This design comes from an exercise in tuning for small area, a short achievable clock period and few clock cycles per item on the open sky130 flow, not from production work.
Function was checked by simulation only, so behaviour that the tests miss may differ from the original.

<file path="flow/config.mk">
export PLATFORM = sky130hd
export DESIGN_NAME = decipher
export DESIGN_NICKNAME = decipher
export VERILOG_FILES = /design/flow/design.v
export SDC_FILE = /design/flow/constraint.sdc
export NUM_CORES = 4
export LEC_CHECK = 0
export CAP_MARGIN = 20
export CORE_MARGIN = 2
export CORE_UTILIZATION = 40
export SLEW_MARGIN = 20
</file>
<file path="flow/constraint.sdc">
create_clock -name core_clock -period 8.0 [get_ports {clk_in}]
set_input_delay 1.6000 -clock core_clock [delete_from_list [all_inputs] [get_ports {clk_in}]]
set_output_delay 1.6000 -clock core_clock [all_outputs]
set_load 0.01 [all_outputs]
</file>
<file path="flow/design.v">
`timescale 1ns / 1ps
`default_nettype none
function automatic [3:0] g4mul(input [3:0] a, input [3:0] b);
    logic [6:0] p;
    begin
        p = ({7{b[0]}} & {3'b0, a}) ^ ({7{b[1]}} & {2'b0, a, 1'b0})
          ^ ({7{b[2]}} & {1'b0, a, 2'b0}) ^ ({7{b[3]}} & {a, 3'b0});
        g4mul = p[3:0] ^ {p[6:4], 1'b0} ^ {1'b0, p[6:4]};
    end
endfunction
function automatic [3:0] g4sq(input [3:0] x);
    g4sq = {x[3], x[1] ^ x[3], x[2], x[0] ^ x[2]};
endfunction
function automatic [3:0] g4sql(input [3:0] x);
    g4sql = {x[0] ^ x[1] ^ x[2], x[1] ^ x[2], x[0] ^ x[1], x[2] ^ x[3]};
endfunction
function automatic [3:0] g4inv(input [3:0] x);
    case (x)
        4'd0: g4inv = 4'd0;
        4'd1: g4inv = 4'd1;
        4'd2: g4inv = 4'd9;
        4'd3: g4inv = 4'd14;
        4'd4: g4inv = 4'd13;
        4'd5: g4inv = 4'd11;
        4'd6: g4inv = 4'd7;
        4'd7: g4inv = 4'd6;
        4'd8: g4inv = 4'd15;
        4'd9: g4inv = 4'd2;
        4'd10: g4inv = 4'd12;
        4'd11: g4inv = 4'd5;
        4'd12: g4inv = 4'd10;
        4'd13: g4inv = 4'd4;
        4'd14: g4inv = 4'd3;
        4'd15: g4inv = 4'd8;
        default: g4inv = 4'd0;
    endcase
endfunction
function automatic [7:0] cinv(input [7:0] a);
    logic [3:0] d, di;
    begin
        d = g4sql(a[7:4]) ^ g4mul(a[7:4], a[3:0]) ^ g4sq(a[3:0]);
        di = g4inv(d);
        cinv = {g4mul(a[7:4], di), g4mul(a[7:4] ^ a[3:0], di)};
    end
endfunction
function automatic [7:0] fwd_in(input [7:0] x);
    fwd_in = {
        x[5] ^ x[7],
        x[1] ^ x[4] ^ x[5] ^ x[6],
        x[2] ^ x[3] ^ x[5] ^ x[7],
        x[2] ^ x[3] ^ x[4] ^ x[6] ^ x[7],
        x[1] ^ x[3] ^ x[6] ^ x[7],
        x[1] ^ x[6] ^ x[7],
        x[2] ^ x[3] ^ x[5],
        x[0] ^ x[5]};
endfunction
function automatic [7:0] fwd_out(input [7:0] a);
    fwd_out = {
        a[1] ^ a[2] ^ a[3] ^ a[4],
        ~(a[4] ^ a[7]),
        ~(a[1] ^ a[2] ^ a[4] ^ a[5] ^ a[7]),
        a[0] ^ a[1] ^ a[2] ^ a[4] ^ a[5] ^ a[7],
        a[0] ^ a[4] ^ a[6],
        a[0] ^ a[1] ^ a[3],
        ~(a[0] ^ a[2]),
        ~(a[0] ^ a[4] ^ a[5] ^ a[7])};
endfunction
function automatic [7:0] inv_in(input [7:0] x);
    inv_in = {
        x[1] ^ x[2] ^ x[6] ^ x[7],
        x[1] ^ x[2] ^ x[3] ^ x[4] ^ x[5] ^ x[7],
        ~(x[0] ^ x[4] ^ x[5] ^ x[6]),
        ~(x[1] ^ x[2] ^ x[7]),
        x[0] ^ x[1] ^ x[2] ^ x[4],
        x[1] ^ x[4] ^ x[5],
        ~(x[0] ^ x[1] ^ x[5]),
        ~(x[4] ^ x[5])};
endfunction
function automatic [7:0] inv_out(input [7:0] a);
    inv_out = {
        a[1] ^ a[5],
        a[1] ^ a[2] ^ a[4] ^ a[6],
        a[1] ^ a[5] ^ a[7],
        a[2] ^ a[6] ^ a[7],
        a[2] ^ a[3],
        a[2] ^ a[3] ^ a[5] ^ a[7],
        a[4] ^ a[5] ^ a[6],
        a[0] ^ a[1] ^ a[5] ^ a[7]};
endfunction
function automatic [7:0] sbox(input [7:0] x);
    sbox = fwd_out(cinv(fwd_in(x)));
endfunction
function automatic [7:0] inv_sbox(input [7:0] x);
    inv_sbox = inv_out(cinv(inv_in(x)));
endfunction
function automatic [7:0] xtime(input [7:0] a);
    xtime = {a[6:0], 1'b0} ^ (8'h1b & {8{a[7]}});
endfunction
function automatic [31:0] inv_mix_col(input [7:0] a0, input [7:0] a1, input [7:0] a2, input [7:0] a3);
    logic [7:0] u, v, b0, b1, b2, b3, t;
    begin
        u = xtime(xtime(a0 ^ a2));
        v = xtime(xtime(a1 ^ a3));
        b0 = a0 ^ u;
        b1 = a1 ^ v;
        b2 = a2 ^ u;
        b3 = a3 ^ v;
        t = b0 ^ b1 ^ b2 ^ b3;
        inv_mix_col = {b0 ^ t ^ xtime(b0 ^ b1),
                       b1 ^ t ^ xtime(b1 ^ b2),
                       b2 ^ t ^ xtime(b2 ^ b3),
                       b3 ^ t ^ xtime(b3 ^ b0)};
    end
endfunction
function automatic [7:0] rcon(input [3:0] i);
    case (i)
        4'd1: rcon = 8'h01;
        4'd2: rcon = 8'h02;
        4'd3: rcon = 8'h04;
        4'd4: rcon = 8'h08;
        4'd5: rcon = 8'h10;
        4'd6: rcon = 8'h20;
        4'd7: rcon = 8'h40;
        4'd8: rcon = 8'h80;
        4'd9: rcon = 8'h1b;
        4'd10: rcon = 8'h36;
        default: rcon = 8'h00;
    endcase
endfunction
module decipher(
    input wire clk_in,
    input wire rst_in,
    input wire start,
    input wire [127:0] block_in,
    input wire [127:0] key_in,
    output logic [127:0] deciphered_block,
    output logic decipher_complete
);
    logic [127:0] state;     
    logic [127:0] key;       
    logic [3:0] idx;         
    logic busy;              
    logic back;              
    wire load = start & ~busy;
    logic [127:0] kb;        
    logic [7:0] rc;
    logic [127:0] knext;     
    always_comb begin
        logic [7:0] x, t;
        kb = load ? key_in : key;
        rc = load ? 8'h01 : rcon(back ? idx : idx + 4'd1);
        for (int r = 0; r < 4; r++) begin
            x = kb[127 - 8 * (4 * ((r + 1) % 4) + 3) -: 8];
            if (back & ~load)
                x = x ^ kb[127 - 8 * (4 * ((r + 1) % 4) + 2) -: 8];
            t = sbox(x) ^ (r == 0 ? rc : 8'h00);
            if (back & ~load) begin
                knext[127 - 8 * (4 * r + 3) -: 8] = kb[127 - 8 * (4 * r + 3) -: 8] ^ kb[127 - 8 * (4 * r + 2) -: 8];
                knext[127 - 8 * (4 * r + 2) -: 8] = kb[127 - 8 * (4 * r + 2) -: 8] ^ kb[127 - 8 * (4 * r + 1) -: 8];
                knext[127 - 8 * (4 * r + 1) -: 8] = kb[127 - 8 * (4 * r + 1) -: 8] ^ kb[127 - 8 * (4 * r + 0) -: 8];
                knext[127 - 8 * (4 * r + 0) -: 8] = kb[127 - 8 * (4 * r + 0) -: 8] ^ t;
            end else begin
                knext[127 - 8 * (4 * r + 0) -: 8] = kb[127 - 8 * (4 * r + 0) -: 8] ^ t;
                knext[127 - 8 * (4 * r + 1) -: 8] = kb[127 - 8 * (4 * r + 1) -: 8] ^ kb[127 - 8 * (4 * r + 0) -: 8] ^ t;
                knext[127 - 8 * (4 * r + 2) -: 8] = kb[127 - 8 * (4 * r + 2) -: 8] ^ kb[127 - 8 * (4 * r + 1) -: 8]
                                                  ^ kb[127 - 8 * (4 * r + 0) -: 8] ^ t;
                knext[127 - 8 * (4 * r + 3) -: 8] = kb[127 - 8 * (4 * r + 3) -: 8] ^ kb[127 - 8 * (4 * r + 2) -: 8]
                                                  ^ kb[127 - 8 * (4 * r + 1) -: 8] ^ kb[127 - 8 * (4 * r + 0) -: 8] ^ t;
            end
        end
    end
    logic [127:0] sub;       
    logic [127:0] mixed;
    always_comb begin
        for (int r = 0; r < 4; r++)
            for (int c = 0; c < 4; c++)
                sub[127 - 8 * (4 * r + c) -: 8] = inv_sbox(state[127 - 8 * (4 * r + (c + 4 - r) % 4) -: 8])
                                                 ^ knext[127 - 8 * (4 * r + c) -: 8];
        for (int c = 0; c < 4; c++)
            {mixed[127 - 8 * (4 * 0 + c) -: 8], mixed[127 - 8 * (4 * 1 + c) -: 8],
             mixed[127 - 8 * (4 * 2 + c) -: 8], mixed[127 - 8 * (4 * 3 + c) -: 8]} =
                inv_mix_col(sub[127 - 8 * (4 * 0 + c) -: 8], sub[127 - 8 * (4 * 1 + c) -: 8],
                            sub[127 - 8 * (4 * 2 + c) -: 8], sub[127 - 8 * (4 * 3 + c) -: 8]);
    end
    assign deciphered_block = sub;
    always_ff @(posedge clk_in) begin
        key <= knext;
        if (load)
            state <= block_in;
        else if (back)
            state <= mixed;
        else if (idx == 4'd9)
            state <= state ^ knext;
        if (rst_in) begin
            busy <= 1'b0;
            decipher_complete <= 1'b0;
        end else begin
            decipher_complete <= 1'b0;
            if (load) begin
                busy <= 1'b1;
                back <= 1'b0;
                idx <= 4'd1;
            end else if (busy) begin
                if (back) begin
                    idx <= idx - 4'd1;
                    if (idx == 4'd2) begin
                        busy <= 1'b0;
                        decipher_complete <= 1'b1;
                    end
                end else begin
                    idx <= idx + 4'd1;
                    if (idx == 4'd9)
                        back <= 1'b1;
                end
            end
        end
    end
endmodule
`default_nettype wire
</file>
<file path="flow/run.sh">
#!/bin/bash
# synth_recipe.tcl (not shown) runs the flow's synth.tcl, then flattens the netlist and writes it again
# the make line also repeats each setting of config.mk as NAME=value (left out here)
make -C /OpenROAD-flow-scripts/flow DESIGN_CONFIG=/design/flow/config.mk WORK_HOME=/design/flow/orfs CLKGATE_MAP_FILE= SYNTH_SCRIPT=/design/flow/synth_recipe.tcl finish
</file>
==> results.toml, run 1 <==
[setup_path]
slowest_stage = "xor3_2"
crit_fanout = 5
slowest_delay_ns = 0.53
worstPathRequired_ns = 6.40
setup.worst_path.class = "input port to primary output"
crit_path_start_kind = "input port"
end_kind = "primary output"
crit_arrival_ns = 8.03

[run_status]
status = "complete, but fails checks"
failed_checks = "max-capacitance violations, negative setup slack"

[timing]
period_share_pct = 120
fmax_mhz = 104
hold_slack_ns = 0.687
finalCriticalPeriod_ns = 9.63
skew_ns = 0.0380
worst_pin_slew_ns = 1.47
slew_viol_final = 0
rsz0062_at_grt = "true"
fin_tns_setup_ns = -300.35
final-setup-viol-count = 256
fin_ws_ns = -1.63
relSlewSlack_pct = 0.811
hold_viol = 0

[global_routing]
first_global_vias = 56714
grt_use_total_pct = 34.4
grt_overflow = 0
grt_start_max_net_pins = 65
grt_pass1_wl_um = 383000
antenna_found_initial = 11

[route]
drc = 0
drt_pass1_iterations = 6
ant_nets = 0
via_per_inst = 5.40
drt_iter0_markers = 5784
num_vias = 59081
drt-wirelength-per-cell_um = 24.6
finalWirelength_um = 269000

[placement]
dpl_cell_area_mm2 = 0.0789
dp.cells = 10538
gp_congestion = 1.02
pre_cts_ws_ns = -2.44
dp_hpwl_um = 221000
place.port_buffers = 387

[flow_run]
drv_cap = 1

[floorplan]
dieWidth_um = 387
core_mm2 = 0.146
num_rows = 140
die_h_um = 387
dieArea_mm2 = 0.150
start_util_pct = 40.3
ios = 388

[synth]
syn-cell-area_mm2 = 0.0587
synth_edf_count = 133
synth_seq_cells = 263
synthFlopType = "edfxtp_1"
synth_cells = 6984
synth_seq_area_share_pct = 11.2
syn_area_per_cell_um2 = 8.40
yosysWarnings = 1
synth_nets = 7435
ys_types = 129
async_flop_share_pct = 0

[layout]
area_growth_pct = 47.8
final_util_pct = 59.5
stdcell_count = 10935
fin_area_mm2 = 0.0868
fillers = 12577
drive_gt1_share_pct = 34.3
nets = 9433

[hold_path]
hp-class = "flop to flop"

[clocking]
numClockSinks = 263
htreeDepth = 2
cts_root_buffer = "clkbuf_16"
clockBufferDepth = 3
insertion_delay_ns = 0.64
clk_pin_slew_ns = 0.06
cts_buffers = 40
cts_tree = "built"
kinds of logic after synthesis:
kind of cell	after synthesis	synth area share, %
XOR/XNOR	2700	48.1
AO/OA/AOI/OAI	1095	12.2
adder cells (fa/ha/maj)	202	4.26
flip-flops	263	11.2
AND/OR/NAND/NOR	1765	13.9
multiplexers	329	5.92
buffers and inverters	630	4.40
synth_stat cells (all sizes together) (52+ instances only):
cell	n	share of area (%)
buf	95	0.97
o21ai	291	2.5
a22oi	62	0.80
xnor2	1735	27
o22ai	52	0.56
nand2	635	4.1
a21oi	291	2.5
a211oi	52	0.73
nand3	85	0.72
clkbuf	256	1.6
mux2	58	1.1
edfxtp	133	6.8
nor3	131	1.2
nor2	541	3.5
inv	265	1.7
ha	192	4.1
mux2i	266	4.6
xnor3	216	8.3
dfxtp	130	4.4
xor2	704	11
cell usage in the layout, fill, tap and decap left out, drive strengths merged, types with 36 or more instances in the layout:
cell type	n
a211oi	52
clkbuf	60
xnor3	216
nor2	541
o211ai	49
o21ai	291
xor3	45
a22oi	62
nand2b	50
inv	266
a21oi	291
xor2	704
nand2	635
or3	36
a31oi	43
xnor2	1735
and3	47
mux2	58
mux2i	266
ha	192
edfxtp	133
buf	1992
and2	44
clkdlybuf4s50	258
nor3	131
dfxtp	130
nand3	85
o22ai	52
cell type report:
cell class	instances	area [um2]	share of cell area [%]
repair buffers	2307	19900	22.9
well taps	1917	2400	2.76
inverters	279	1120	1.29
multi-input cells	6091	55300	63.8
clock inverters	26	342	0.394
flip-flops and latches	263	6600	7.60
diodes	4	10.0	0.0115
clock buffers	48	1120	1.29
worst paths after layout:
kind         startpoint                    to  slack [ns]  cells past startpoint
max reg2reg        busy             state[38]       -0.92                     42
min             key[24]               key[16]        0.69                      3
max               start  deciphered_block[75]       -1.63                     34
min reg2reg     key[24]               key[16]        0.69                      3
flip-flops by register name, indices dropped and copies added, names as in the netlist:
signal and count:
key 128, state 128, idx 4, back 1
busy 1, decipher_complete 1
worst max-delay path: cells and delay by family:
kind                       cells  cell delay [ns]
xor gates and xnor gates       7             2.04
and+or+nand+nor                6             1.44
buffers and inverters         11             1.26
AOI/OAI and AO/OA              7             1.15
adders and majority gates      2             0.29
muxes                          1             0.22
per-layer routing:
metal	wire, um	track usage [%]	vias to the layer above
li1	-	-	27438
met1	113000	46.5	28680
met2	118000	53.4	2470
met3	22200	5.07	489
met4	16200	17.4	4
met5	24	0	-
what timing repair did:
action	in CTS	in global routing
gates resized for setup	702	475
pin swaps	221	207
hold buffers	0	0
buffers inserted	208	131
endpoints found under the hold margin	0	0
cloned	4	0
setup endpoints to repair	256	256
Testbench counts, summed over its fixed seeds: cycles 5,120, blocks 256.
==> run 2, diff against run 1 <==
--- a/flow/design.v
+++ b/flow/design.v
@@ -141,20 +141,20 @@
     logic [3:0] idx;         
     logic busy;              
     logic back;              
-    wire load = start & ~busy;
+    logic last;              
     logic [127:0] kb;        
     logic [7:0] rc;
     logic [127:0] knext;     
     always_comb begin
         logic [7:0] x, t;
-        kb = load ? key_in : key;
-        rc = load ? 8'h01 : rcon(back ? idx : idx + 4'd1);
+        kb = busy ? key : key_in;
+        rc = busy ? rcon(back ? idx : idx + 4'd1) : 8'h01;
         for (int r = 0; r < 4; r++) begin
             x = kb[127 - 8 * (4 * ((r + 1) % 4) + 3) -: 8];
-            if (back & ~load)
+            if (busy & back)
                 x = x ^ kb[127 - 8 * (4 * ((r + 1) % 4) + 2) -: 8];
             t = sbox(x) ^ (r == 0 ? rc : 8'h00);
-            if (back & ~load) begin
+            if (busy & back) begin
                 knext[127 - 8 * (4 * r + 3) -: 8] = kb[127 - 8 * (4 * r + 3) -: 8] ^ kb[127 - 8 * (4 * r + 2) -: 8];
                 knext[127 - 8 * (4 * r + 2) -: 8] = kb[127 - 8 * (4 * r + 2) -: 8] ^ kb[127 - 8 * (4 * r + 1) -: 8];
                 knext[127 - 8 * (4 * r + 1) -: 8] = kb[127 - 8 * (4 * r + 1) -: 8] ^ kb[127 - 8 * (4 * r + 0) -: 8];
@@ -182,13 +182,13 @@
                 inv_mix_col(sub[127 - 8 * (4 * 0 + c) -: 8], sub[127 - 8 * (4 * 1 + c) -: 8],
                             sub[127 - 8 * (4 * 2 + c) -: 8], sub[127 - 8 * (4 * 3 + c) -: 8]);
     end
-    assign deciphered_block = sub;
+    assign deciphered_block = state;
     always_ff @(posedge clk_in) begin
         key <= knext;
-        if (load)
+        if (!busy)
             state <= block_in;
         else if (back)
-            state <= mixed;
+            state <= last ? sub : mixed;
         else if (idx == 4'd9)
             state <= state ^ knext;
         if (rst_in) begin
@@ -196,22 +196,24 @@
             decipher_complete <= 1'b0;
         end else begin
             decipher_complete <= 1'b0;
-            if (load) begin
-                busy <= 1'b1;
-                back <= 1'b0;
-                idx <= 4'd1;
-            end else if (busy) begin
-                if (back) begin
-                    idx <= idx - 4'd1;
-                    if (idx == 4'd2) begin
-                        busy <= 1'b0;
-                        decipher_complete <= 1'b1;
-                    end
-                end else begin
-                    idx <= idx + 4'd1;
-                    if (idx == 4'd9)
-                        back <= 1'b1;
+            if (!busy) begin
+                if (start) begin
+                    busy <= 1'b1;
+                    back <= 1'b0;
+                    last <= 1'b0;
+                    idx <= 4'd1;
                 end
+            end else if (back) begin
+                idx <= idx - 4'd1;
+                last <= idx == 4'd2;
+                if (last) begin
+                    busy <= 1'b0;
+                    decipher_complete <= 1'b1;
+                end
+            end else begin
+                idx <= idx + 4'd1;
+                if (idx == 4'd9)
+                    back <= 1'b1;
             end
         end
     end
==> results.toml, run 2 <==
[run_status]
status = "complete, but fails checks"
failed_checks = "negative setup slack"

[global_routing]
grt_overflow = 0
grt_util_met2_pct = 54.6
grt_use_total_pct = 35.2
antenna_found_initial = 13
grt_start_max_net_pins = 61
grt_pass1_wl_um = 390000
grt_busiest_layer = "met2"
met3_usage_pct = 7.38
met1_usage_pct = 47.0
first_global_vias = 56243

[route]
ant_nets = 0
drt_iter0_markers = 5483
drt-wirelength-per-cell_um = 25.6
drc = 0
finalWirelength_um = 275000
drt_pass1_iterations = 7
num_vias = 58295
via_per_inst = 5.44

[synth]
ys_types = 118
syn-cell-area_mm2 = 0.0590
async_flop_share_pct = 0
synth_seq_area_share_pct = 11.2
synthFlopType = "edfxtp_1"
yosys.area.top_type = "xnor2_1"
yosys-top-cells-area = "xnor2_1 (24%), xor2_1 (10%), xnor3_1 (7.9%), edfxtp_1 (6.8%), dfxtp_1 (4.4%)"
synth_top_area_share_pct = 23.9
synth_cells = 6876
synth_seq_cells = 264
yosysWarnings = 1
syn_area_per_cell_um2 = 8.58
yosysMostFrequentCell = "xnor2_1"
synth_nets = 7343
synth_commonest_cells = "xnor2_1 (1,611), xor2_1 (701), nand2_1 (639)"
synth_edf_count = 134

[flow_run]
drv_cap = 0

[layout]
final_cell_mix = "buf_4 (1,597), xnor2_1 (1,288), nand2_1 (623)"
layout_commonest_cell = "buf_4"
drive_gt1_share_pct = 34.4
reg_top3 = "key (128), state (128), idx (4)"
stdcell_count = 10723
final_util_pct = 59.8
fillers = 12607
nets = 9240
area_growth_pct = 48.0

[placement]
dp.cells = 10362
gp_congestion = 1.07
place.port_buffers = 387
dp_hpwl_um = 226000

[floorplan]
dieArea_mm2 = 0.151
num_rows = 140
ios = 388
core_mm2 = 0.146
die_h_um = 388
start_util_pct = 40.4
dieWidth_um = 388

[hold_path]
hp-class = "flop to flop"

[timing]
period_share_pct = 110
hold_viol = 0
slew_viol_final = 0
final-setup-viol-count = 128
worst_pin_slew_ns = 1.20
finalCriticalPeriod_ns = 8.81
rsz0062_at_grt = "true"
fmax_mhz = 113
skew_ns = 0.0166
fin_ws_ns = -0.814
relSlewSlack_pct = 19.7
fin_tns_setup_ns = -71.37

[setup_path]
slowest_delay_ns = 0.50
crit_arrival_ns = 9.25
end_kind = "flop"
setup.worst_path.class = "input port to flop"
slowest_stage = "xnor3_2"
critical_path.n_buffers_inverters = 13
crit_path_start_kind = "input port"
worst_path_dominant_cell_family = "XOR/XNOR gates"
worstPathRequired_ns = 8.43
crit_fanout = 4

[clocking]
cts_buffers = 38
clk_pin_slew_ns = 0.06
cts_root_buffer = "clkbuf_16"
htreeDepth = 2
cts_tree = "built"
numClockSinks = 264
insertion_delay_ns = 0.60
clockBufferDepth = 3
run 2: cell count changes after synthesis, moves of 24 or more:
cell	previous run	this run
inv_1	251	213
xnor2_1	1649	1611
nor3_1	128	92
o21ai_0	256	223
a22oi_1	61	31
o221ai_1	15	41
mux2_2	55	79
run 2: metrics by stage:
stage | setup WS [ns] | instance area, um2 | hold slack (ns)
2_1_floorplan | -0.602 | 61200 | 0.589
3_3_place_gp | -1.95 | 77900 | 0.632
3_5_place_dp | -2.01 | 77900 | 0.655
4_1_cts | -0.542 | 84900 | 0.663
5_1_grt | -0.959 | 87300 | 0.722
6_report | -0.814 | 87300 | 0.667
run 2: kinds of logic (layout without fill, tap and decap cells):
logic type	after synthesis	after routing	synth area share, %
AO/OA/AOI/OAI	1079	1079	12.6
adder cells (fa/ha/maj)	220	220	4.62
XOR/XNOR	2699	2699	48.4
multiplexers	337	337	6.07
flip-flops	264	264	11.2
AND/OR/NAND/NOR	1704	1704	13.1
other	0	3	0
buffers and inverters	573	2500	3.94
run 2: path summary, 6_finish.rpt:
kind,from,to,slack (ns),cells after the start
worst max-delay path,key_in[33],state[4],-0.81,41
worst min-delay path,key[7],key[7],0.67,3
worst max register to register,back,state[4],-0.67,41
worst min register to register,key[7],key[7],0.67,3
run 2: repair_timing:
item	CTS	global route
hold buffers	0	0
setup buffers	229	97
pin swaps	463	235
setup endpoints to repair	128	128
resized for setup	719	262
run 2: final cells by class:
type,count,area (um2),area share (%)
multi-input combinational,6039,57300,65.6
inverter,230,875,1.00
timing repair buffer,2200,18900,21.6
clock buffer,51,1080,1.24
antenna,3,7.51,0.00860
tap,1917,2400,2.75
sequential,264,6630,7.59
clock inverter,19,175,0.201
run 2: layer usage:
metal  part of all wire [%]  wire length (um)
met5                  0.017                47
met4                    5.2             14400
met3                    9.2             25200
met1                     42            114000
met2                     44            121000
run 2: worst min-delay path, stage by stage (launching register included):
cell     delay (ns)
dfxtp_1        0.35
xor2_1         0.07
nor2_1         0.11
a21oi_2        0.07
Testbench counts of run 2, summed over its fixed seeds: cycles 5,376, blocks 256.
==> run 3, diff against run 2 <==
--- a/flow/design.v
+++ b/flow/design.v
@@ -175,7 +175,7 @@
         for (int r = 0; r < 4; r++)
             for (int c = 0; c < 4; c++)
                 sub[127 - 8 * (4 * r + c) -: 8] = inv_sbox(state[127 - 8 * (4 * r + (c + 4 - r) % 4) -: 8])
-                                                 ^ knext[127 - 8 * (4 * r + c) -: 8];
+                                                 ^ key[127 - 8 * (4 * r + c) -: 8];
         for (int c = 0; c < 4; c++)
             {mixed[127 - 8 * (4 * 0 + c) -: 8], mixed[127 - 8 * (4 * 1 + c) -: 8],
              mixed[127 - 8 * (4 * 2 + c) -: 8], mixed[127 - 8 * (4 * 3 + c) -: 8]} =
@@ -184,7 +184,8 @@
     end
     assign deciphered_block = state;
     always_ff @(posedge clk_in) begin
-        key <= knext;
+        if (!(busy & ~back & idx == 4'd9))
+            key <= knext;
         if (!busy)
             state <= block_in;
         else if (back)
@@ -205,15 +206,16 @@
                 end
             end else if (back) begin
                 idx <= idx - 4'd1;
-                last <= idx == 4'd2;
+                last <= idx == 4'd1;
                 if (last) begin
                     busy <= 1'b0;
                     decipher_complete <= 1'b1;
                 end
             end else begin
-                idx <= idx + 4'd1;
                 if (idx == 4'd9)
                     back <= 1'b1;
+                else
+                    idx <= idx + 4'd1;
             end
         end
     end
==> results.toml, run 3 <==
[global_routing]
met1_usage_pct = 45.3
grt_use_total_pct = 33.1
first_global_vias = 56283
grt_overflow = 0
met3_usage_pct = 7.03
antenna_found_initial = 11
grt_busiest_layer = "met2"
grt_util_met2_pct = 49.5
grt_start_max_net_pins = 97
grt_pass1_wl_um = 398000

[layout]
multi_input_area_mm2 = 0.0550
final_cell_mix = "xnor2_1 (1,431), buf_4 (985), xor2_1 (637)"
stdcell_count = 10452
layout_commonest_cell = "xnor2_1"
fin_area_mm2 = 0.0794
reg_top3 = "key (128), state (128), idx (4)"
fillers = 15237
drive_gt1_share_pct = 19.1
regArea_mm2 = 0.00791
area_growth_pct = 23.0
nets = 8743

[floorplan]
num_rows = 147
core_mm2 = 0.160
ios = 388
dieWidth_um = 406
start_util_pct = 40.2
die_h_um = 406
dieArea_mm2 = 0.165

[timing]
period_share_pct = 97.2
fin_tns_setup_ns = 0
finalCriticalPeriod_ns = 7.77
relSlewSlack_pct = 25.9
final-setup-viol-count = 0
hold_viol = 0
worst_pin_slew_ns = 1.10
slew_viol_final = 0
fmax_mhz = 129
fin_ws_ns = 0.226
skew_ns = 0.0300

[clocking]
cts_tree = "built"
numClockSinks = 264
clk_pin_slew_ns = 0.06
clockBufferDepth = 3
cts_root_buffer = "clkbuf_16"
insertion_delay_ns = 0.64
htreeDepth = 2
cts-hold-fix-buffers = 0
cts_buffers = 40

[route]
finalWirelength_um = 281000
drc = 0
drt-wirelength-per-cell_um = 26.9
ant_nets = 0
via_per_inst = 5.75
num_vias = 60130
drt_pass1_iterations = 8
drt_iter0_markers = 7152

[synth]
ys_types = 125
synth_commonest_cells = "xnor2_1 (1,485), xor2_1 (654), nand2_1 (557)"
yosysMostFrequentCell = "xnor2_1"
syn-cell-area_mm2 = 0.0645
synth_edf_count = 262
yosys.area.top_type = "xnor2_1"
synth_top_area_share_pct = 20.2
synth_seq_area_share_pct = 12.3
syn_area_per_cell_um2 = 8.96
synth_seq_cells = 264
async_flop_share_pct = 0
synth_cells = 7203
synthFlopType = "edfxtp_1"
yosys-top-cells-area = "xnor2_1 (20%), edfxtp_1 (12%), xnor3_1 (10%), xor2_1 (8.9%), ha_1 (4.3%)"
yosysWarnings = 1
synth_nets = 7685

[hold_path]
hp-class = "flop to flop"

[placement]
place.port_buffers = 387
pre_cts_ws_ns = -0.576
dp_hpwl_um = 231000
dp.cells = 10343
dpl_cell_area_mm2 = 0.0768
gp_congestion = 1.04

[setup_path]
critical_path.n_buffers_inverters = 8
crit_arrival_ns = 8.11
slowest_delay_ns = 0.51
r2r_slack_ns = 0.24
end_kind = "flop"
crit_fanout = 5
worst_path_dominant_cell_family = "XOR/XNOR gates"
worstPathRequired_ns = 8.34
crit_path_start_kind = "input port"
setup.worst_path.class = "input port to flop"
slowest_stage = "clkdlybuf4s50_1"

[run_status]
status = "complete, no violations"

[flow_run]
drv_cap = 0
run 3: repair_timing:
| action | CTS | global route |
|---|---|---|
| endpoints found under the setup margin | 12 | 119 |
| pin swaps | 0 | 24 |
| gates resized for setup | 4 | 151 |
| setup buffers | 0 | 36 |
run 3: path summary, 6_finish.rpt:
path | start | end | cells past startpoint
hold reg to reg | idx[3] | last | 1
setup / recovery | key_in[66] | key[109] | 30
hold / removal | idx[3] | last | 1
setup reg to reg | state[18] | state[28] | 27
run 3: layer usage:
metal	share of wire [%]	up-vias	wire length, um
met1	41	29275	117000
met5	0.021	-	58
met2	42	3081	119000
met4	5.7	8	16100
met3	11	503	30200
li1	-	27263	-
run 3: area by class of cell:
cell class / count / area share [%]
antenna: 3 / 0.00946
clock buffer: 46 / 1.29
clock inverter: 24 / 0.457
inverter: 236 / 1.12
multi-input combinational: 6333 / 69.2
sequential: 264 / 9.96
tap: 2160 / 3.40
timing repair buffer: 1386 / 14.5
run 3: through the flow:
step | hold WS, ns | utilization, %
floorplan | 0.648 | -
global placement | 0.695 | 47.9
detailed placement | 0.700 | 47.9
CTS | 0.709 | 48.8
global route | 0.732 | 49.5
finish | 0.722 | 49.5
run 3: cell families after synthesis:
logic type	Yosys count	share of synthesized area, %
AO/OA/AOI/OAI	1306	14.3
XOR/XNOR	2663	46.8
adder cells (fa/ha/maj)	237	4.54
buffers and inverters	606	3.99
flip-flops	264	12.3
multiplexers	280	4.66
AND/OR/NAND/NOR	1847	13.6
Testbench counts of run 3, summed over its fixed seeds: cycles 5,376, blocks 256.

re-timing with driven ports:
The results above use ideal ports. As a check the final layouts listed here were re-extracted and re-timed, cells and wires unchanged. Step 1: set_driving_cell puts a clkbuf_16 on clk_in and a buf_2 on each other input, an assumption about the parent block. Step 2 adds t to the input delays and takes it off the output delays; t is the mean of the earliest and latest rising clock arrival at the registers after step 1. Input paths then give back, and output paths get back, about the clock's delay inside the block. a / b / c = no drivers / after step 1 / after step 2; a / b = the first two.
| run | t (ns) | slack for setup (ns) | worst hold slack (ns) |
|---|---|---|---|
| run 1 | 0.697 | -1.632 / -1.767 / -2.143 | 0.687 / 0.687 / 0.687 |
| run 2 | 0.679 | -0.814 / -0.786 / -1.465 | 0.667 / 0.667 / 0.667 |
| run 3 | 0.696 | 0.226 / 0.243 / -0.430 | 0.722 / 0.722 / 0.722 |
Met with ideal ports but missed after step 2: setup timing in run 3. The setup slack of run 3, which loses most, moves by +0.017 ns with the drivers and by -0.656 ns with both steps.
